What follows belongs to an exercise in optimizing a design on an open flow for small area; a production flow would make more cautious choices. The RTL was checked by simulation tests, not by an equivalence proof against the original design.

==> flow/design.v (excerpt) <==
module CPU(
    input [7:0] Ins,
    input RESET,
    input sCLK,
    output [6:0] SEG1,
    output [6:0] SEG2,
    output [6:0] SEG3,
    output [6:0] SEG4,
    output [6:0] SEG5,
    output [7:0] ADD
    );
For scale: about 53 I/O pins, ~14000 um^2 of cells after synthesis.
==> flow/config.mk <==
export PLATFORM = sky130hd
export DESIGN_NAME = CPU
export DESIGN_NICKNAME = CPU
export VERILOG_FILES = /design/flow/design.v
export SDC_FILE = /design/flow/constraint.sdc
export NUM_CORES = 4
export LEC_CHECK = 0
export CAP_MARGIN = 20
export CORE_MARGIN = 2
export CORE_UTILIZATION = 80
export GPL_TIMING_DRIVEN = 1
export PLACE_DENSITY = 0.88
export SLEW_MARGIN = 20
==> flow/constraint.sdc <==
create_clock -name core_clock -period 11.0 [get_ports {sCLK}]
set_input_delay 2.2000 -clock core_clock [delete_from_list [all_inputs] [get_ports {sCLK}]]
set_output_delay 2.2000 -clock core_clock [all_outputs]
set_load 0.01 [all_outputs]
standard.sh (not shown) runs the stock make flow with config.mk's settings and CLKGATE_MAP_FILE= SYNTH_SCRIPT=/design/flow/synth_recipe.tcl, a recipe that flattens the netlist after the stock synthesis.
==> flow/flow/run.sh <==
#!/bin/bash
# Own layout flow: the standard synthesis, then the logic between the
# flip-flops re-mapped for area (flow/resynth.tcl, flip-flops untouched), then
# the standard ORFS flow with smaller port and clock buffers.
# Each tool's output goes to a log file of its own in this folder.
set -euo pipefail
HERE=$(pwd)
R=$HERE/orfs/results/sky130hd/CPU/base
CTSBUF=${CTSBUF:-sky130_fd_sc_hd__clkbuf_8}
CTSCL=${CTSCL:--sink_clustering_max_diameter 80 -sink_clustering_size 15}
VARS=(
  "CTS_ARGS=-sink_clustering_enable -repair_clock_nets -dont_use_dummy_load -buf_list $CTSBUF $CTSCL"
  "PRE_RESIZE_TCL=$HERE/flow/pre_resize.tcl"
  "PRE_GLOBAL_PLACE_TCL=$HERE/flow/pre_gpl.tcl"
)
bash standard.sh "${VARS[@]}" synth > make_synth.log 2>&1
cp $R/1_2_yosys.v $HERE/standard_synth.v
printf 'set_driving_cell sky130_fd_sc_hd__buf_1\nset_load 5\n' > $HERE/abc.constr
LIB=$FLOW_HOME/platforms/sky130hd/lib/sky130_fd_sc_hd__tt_025C_1v80.lib \
IN=$HERE/standard_synth.v OUT=$R/1_2_yosys.v TOP=$FLOW_TOP \
ABC_SCRIPT=$HERE/flow/area.abc ABC_CONSTR=$HERE/abc.constr STAT=$HERE/resynth_stat.txt \
  yosys -c $HERE/flow/resynth.tcl > resynth.log 2>&1
rm -f $R/1_synth.odb $R/1_synth.sdc
bash standard.sh "${VARS[@]}" finish > make_finish.log 2>&1
==> flow/flow/pre_gpl.tcl <==
# Remove the buffers synthesis put on pass-through and port nets; buffer_ports
# then gives every port its own buffer, as in the standard flow.
remove_buffers
Other scripts of this flow, unchanged in this note and not shown: flow/flow/area.abc, flow/flow/pre_resize.tcl, flow/flow/resynth.tcl
Next try:
--- a/flow/config.mk
+++ b/flow/config.mk
@@ -9,5 +9,5 @@
 export CORE_MARGIN = 2
-export CORE_UTILIZATION = 80
+export CORE_UTILIZATION = 70
 export GPL_TIMING_DRIVEN = 1
-export PLACE_DENSITY = 0.88
+export PLACE_DENSITY = 0.8
 export SLEW_MARGIN = 20
Outcome:
- The changed run completed with no timing, DRC or antenna violations
- maximum frequency goes up by 6.0%
- non-clock buffer count is unchanged
- hold slack loses 0.011 ns
- global-route usage goes down by 9.3 points
Next try:
--- a/flow/flow/run.sh
+++ b/flow/flow/run.sh
@@ -8,4 +8,4 @@
 R=$HERE/orfs/results/sky130hd/CPU/base
-CTSBUF=${CTSBUF:-sky130_fd_sc_hd__clkbuf_8}
-CTSCL=${CTSCL:--sink_clustering_max_diameter 80 -sink_clustering_size 15}
+CTSBUF=${CTSBUF:-sky130_fd_sc_hd__clkbuf_4}
+CTSCL=${CTSCL:--sink_clustering_max_diameter 50 -sink_clustering_size 10}
 VARS=(
--- a/flow/flow/pre_gpl.tcl
+++ b/flow/flow/pre_gpl.tcl
@@ -3 +3,3 @@
 remove_buffers
+# Let the timing-driven placement's repairs use only the small buffers.
+set_dont_use {sky130_fd_sc_hd__buf_4 sky130_fd_sc_hd__buf_6 sky130_fd_sc_hd__buf_8 sky130_fd_sc_hd__buf_12 sky130_fd_sc_hd__buf_16 sky130_fd_sc_hd__bufbuf_8 sky130_fd_sc_hd__bufbuf_16 sky130_fd_sc_hd__clkbuf_4 sky130_fd_sc_hd__clkbuf_8 sky130_fd_sc_hd__clkbuf_16}
The new run ran to the end with no violations.
Die area is unchanged.
Fmax goes down by 4.1%.
Sequential share of layout area came out higher by 0.88 points.
Routed wire length came out higher by 6.8%.
Non-clock buffer count is lower by 1.
Via count rises by 4.2%.
Worst setup slack is worse by 0.43 ns.
Next try:
--- a/flow/flow/run.sh
+++ b/flow/flow/run.sh
@@ -8,4 +8,4 @@
 R=$HERE/orfs/results/sky130hd/CPU/base
-CTSBUF=${CTSBUF:-sky130_fd_sc_hd__clkbuf_4}
-CTSCL=${CTSCL:--sink_clustering_max_diameter 50 -sink_clustering_size 10}
+CTSBUF=${CTSBUF:-sky130_fd_sc_hd__clkbuf_8}
+CTSCL=${CTSCL:--sink_clustering_max_diameter 80 -sink_clustering_size 15}
 VARS=(
==> flow/flow/pre_gpl.tcl (replaced) <==
# Remove the buffers synthesis put on pass-through and port nets; buffer_ports
# then gives every port its own buffer, as in the standard flow.
remove_buffers
--- a/flow/config.mk
+++ b/flow/config.mk
@@ -9,5 +9,5 @@
 export CORE_MARGIN = 2
-export CORE_UTILIZATION = 70
+export CORE_UTILIZATION = 55
 export GPL_TIMING_DRIVEN = 1
-export PLACE_DENSITY = 0.8
+export PLACE_DENSITY = 0.7
 export SLEW_MARGIN = 20
What happened: Cell count went up by 3.7%. Global-route usage went down by 8.9 points. Synthesized area is unchanged. Clock-buffer cell count went down by 14. Clock skew went down by 0.056 ns. Register-to-register slack improves by 0.78 ns. Flip-flop and latch count stays the same. Synthesized cell count does not change.

---

CPU, a different RTL version from the one above (not shown whole).
Size in the first run: about 1,000 cells after synthesis, ~13,000 sq um of cells after synthesis.
clock: 11.0 ns
lec_check: 0
cap_margin: 20
core_margin: 2
core_utilization: 70
gpl_timing_driven: 0
place_density: 0.8
slew_margin: 20
==> flow/flow/run.sh <==
#!/bin/bash
# Own layout flow: the standard synthesis, then the logic between the
# flip-flops re-mapped for area (flow/resynth.tcl, flip-flops untouched), then
# the standard ORFS flow with smaller port and clock buffers.
# Each tool's output goes to a log file of its own in this folder.
set -euo pipefail
HERE=$(pwd)
R=$HERE/orfs/results/sky130hd/CPU/base
CTSBUF=${CTSBUF:-sky130_fd_sc_hd__clkbuf_4}
CTSCL=${CTSCL:--sink_clustering_max_diameter 50 -sink_clustering_size 10}
VARS=(
  "CTS_ARGS=-sink_clustering_enable -repair_clock_nets -dont_use_dummy_load -buf_list $CTSBUF $CTSCL"
  "PRE_RESIZE_TCL=$HERE/flow/pre_resize.tcl"
  "PRE_GLOBAL_PLACE_TCL=$HERE/flow/pre_gpl.tcl"
)
bash standard.sh "${VARS[@]}" synth > make_synth.log 2>&1
cp $R/1_2_yosys.v $HERE/standard_synth.v
printf 'set_driving_cell sky130_fd_sc_hd__buf_1\nset_load 5\n' > $HERE/abc.constr
# Re-map in rounds: each round maps the previous round's netlist with every
# script in flow/area*.abc and keeps the smallest; stop when a round gains nothing.
SCRIPTS="$(ls $HERE/flow/area*.abc | tr '\n' ' ')"
LIB=$FLOW_HOME/platforms/sky130hd/lib/sky130_fd_sc_hd__tt_025C_1v80.lib
prev=$HERE/standard_synth.v
prev_area=1e12
for round in 1 2 3 4; do
  LIB=$LIB IN=$prev OUT=$HERE/resynth_$round.v TOP=$FLOW_TOP \
  ABC_SCRIPTS="$SCRIPTS" ABC_CONSTR=$HERE/abc.constr STAT=$HERE/resynth_stat_$round.txt \
    yosys -c $HERE/flow/resynth.tcl > resynth_$round.log 2>&1
  area=$(sed -n "s/.*Chip area for module '[^']*': *\([0-9.]*\).*/\1/p" $HERE/resynth_stat_$round.txt | tail -1)
  echo "round $round area $area (previous $prev_area)" >> resynth_rounds.log
  if awk -v a="$area" -v b="$prev_area" 'BEGIN{exit !(a < b - 1)}'; then
    prev=$HERE/resynth_$round.v; prev_area=$area
  else
    break
  fi
done
cp $prev $R/1_2_yosys.v
rm -f $R/1_synth.odb $R/1_synth.sdc
bash standard.sh "${VARS[@]}" finish > make_finish.log 2>&1
Other scripts of this flow, unchanged in this note and not shown: flow/flow/area1.abc, flow/flow/area2.abc, flow/flow/area3.abc, flow/flow/area4.abc, flow/flow/area5.abc, flow/flow/area6.abc, flow/flow/area7.abc, flow/flow/area8.abc, flow/flow/area9.abc, flow/flow/pre_gpl.tcl, flow/flow/pre_resize.tcl, flow/flow/resynth.tcl
Edit:
--- a/flow/flow/run.sh
+++ b/flow/flow/run.sh
@@ -7,6 +7,6 @@
 HERE=$(pwd)
 R=$HERE/orfs/results/sky130hd/CPU/base
-CTSBUF=${CTSBUF:-sky130_fd_sc_hd__clkbuf_4}
-CTSCL=${CTSCL:--sink_clustering_max_diameter 50 -sink_clustering_size 10}
+CTSBUF=${CTSBUF:-sky130_fd_sc_hd__clkbuf_8}
+CTSCL=${CTSCL:--sink_clustering_max_diameter 80 -sink_clustering_size 15}
 VARS=(
   "CTS_ARGS=-sink_clustering_enable -repair_clock_nets -dont_use_dummy_load -buf_list $CTSBUF $CTSCL"
Settings changed: GPL_TIMING_DRIVEN 0 to 1.
Outcome: Non-clock buffer count went up by 42; routed wire length climbs by a few percent; count of clock-buffer cells in the layout shrinks by 14; utilization shrinks by 0.79 points.
Edit:
--- a/flow/flow/run.sh
+++ b/flow/flow/run.sh
@@ -7,6 +7,6 @@
 HERE=$(pwd)
 R=$HERE/orfs/results/sky130hd/CPU/base
-CTSBUF=${CTSBUF:-sky130_fd_sc_hd__clkbuf_8}
-CTSCL=${CTSCL:--sink_clustering_max_diameter 80 -sink_clustering_size 15}
+CTSBUF=${CTSBUF:-sky130_fd_sc_hd__clkbuf_4}
+CTSCL=${CTSCL:--sink_clustering_max_diameter 50 -sink_clustering_size 10}
 VARS=(
   "CTS_ARGS=-sink_clustering_enable -repair_clock_nets -dont_use_dummy_load -buf_list $CTSBUF $CTSCL"
Settings changed: CAP_MARGIN 20 to 5, SLEW_MARGIN 20 to 5.
Wire length stays flat.
Non-clock buffer count does not change.
Synthesized cell count stays the same.
Via count grows by 0.85%.
Area after synthesis does not change.
Die area is unchanged.
Design area is lower by 0.36%.
Register-to-register slack gains 30 ps.
Worst hold slack stays flat.
Fmax went up by 0.52%.
Edit:
Settings changed: CAP_MARGIN 5 to 20, SLEW_MARGIN 5 to 20.
After rerunning: Sequential share of layout area stays the same; via count stays the same; routed wire length stays the same; first-iteration DRC count is unchanged; setup slack is unchanged; die area does not change.

[afterwards: timing with drivers on the ports]
How much do the figures lean on ideal ports? The routed layouts below were timed once more, with nothing changed but the port constraints. Step 1 assumes that a clkbuf_16 drives the clock port and a buf_2 every other input. Step 2 moves the port delays by t, midway between the first and last clock arrival at a register: inputs arrive t later, outputs are due t later. That takes back most of the time a late clock gives input paths. Slacks: no drivers / after step 1 / after step 2; pairs: no drivers / after step 1.
run	t, ns	setup slack, ns	hold WS [ns]	slew at the worst register clock pin (ns)
the first run of note 1	0.609	0.427 / 0.404 / 0.404	0.491 / 0.491 / 0.491	0.11 / 0.11
the second run of note 1	0.591	1.028 / 1.000 / 1.000	0.480 / 0.480 / 0.480	0.10 / 0.10
the third run of note 1	0.699	0.599 / 0.574 / 0.574	0.484 / 0.484 / 0.484	0.11 / 0.11
the fourth run of note 1	0.613	0.562 / 0.541 / 0.541	0.480 / 0.480 / 0.480	0.11 / 0.11
the first run of note 2	0.690	0.275 / 0.253 / 0.253	0.473 / 0.473 / 0.473	0.11 / 0.11
the second run of note 2	0.611	0.504 / 0.482 / 0.482	0.476 / 0.476 / 0.476	0.11 / 0.11
the third run of note 2	0.696	0.558 / 0.537 / 0.537	0.479 / 0.479 / 0.479	0.11 / 0.11
the fourth run of note 2	0.696	0.558 / 0.537 / 0.537	0.479 / 0.479 / 0.479	0.11 / 0.11
After both steps every run listed still meets setup and hold. The setup slack of the second run of note 1, which loses most, moves by -0.028 ns with the drivers and by -0.028 ns with both steps.
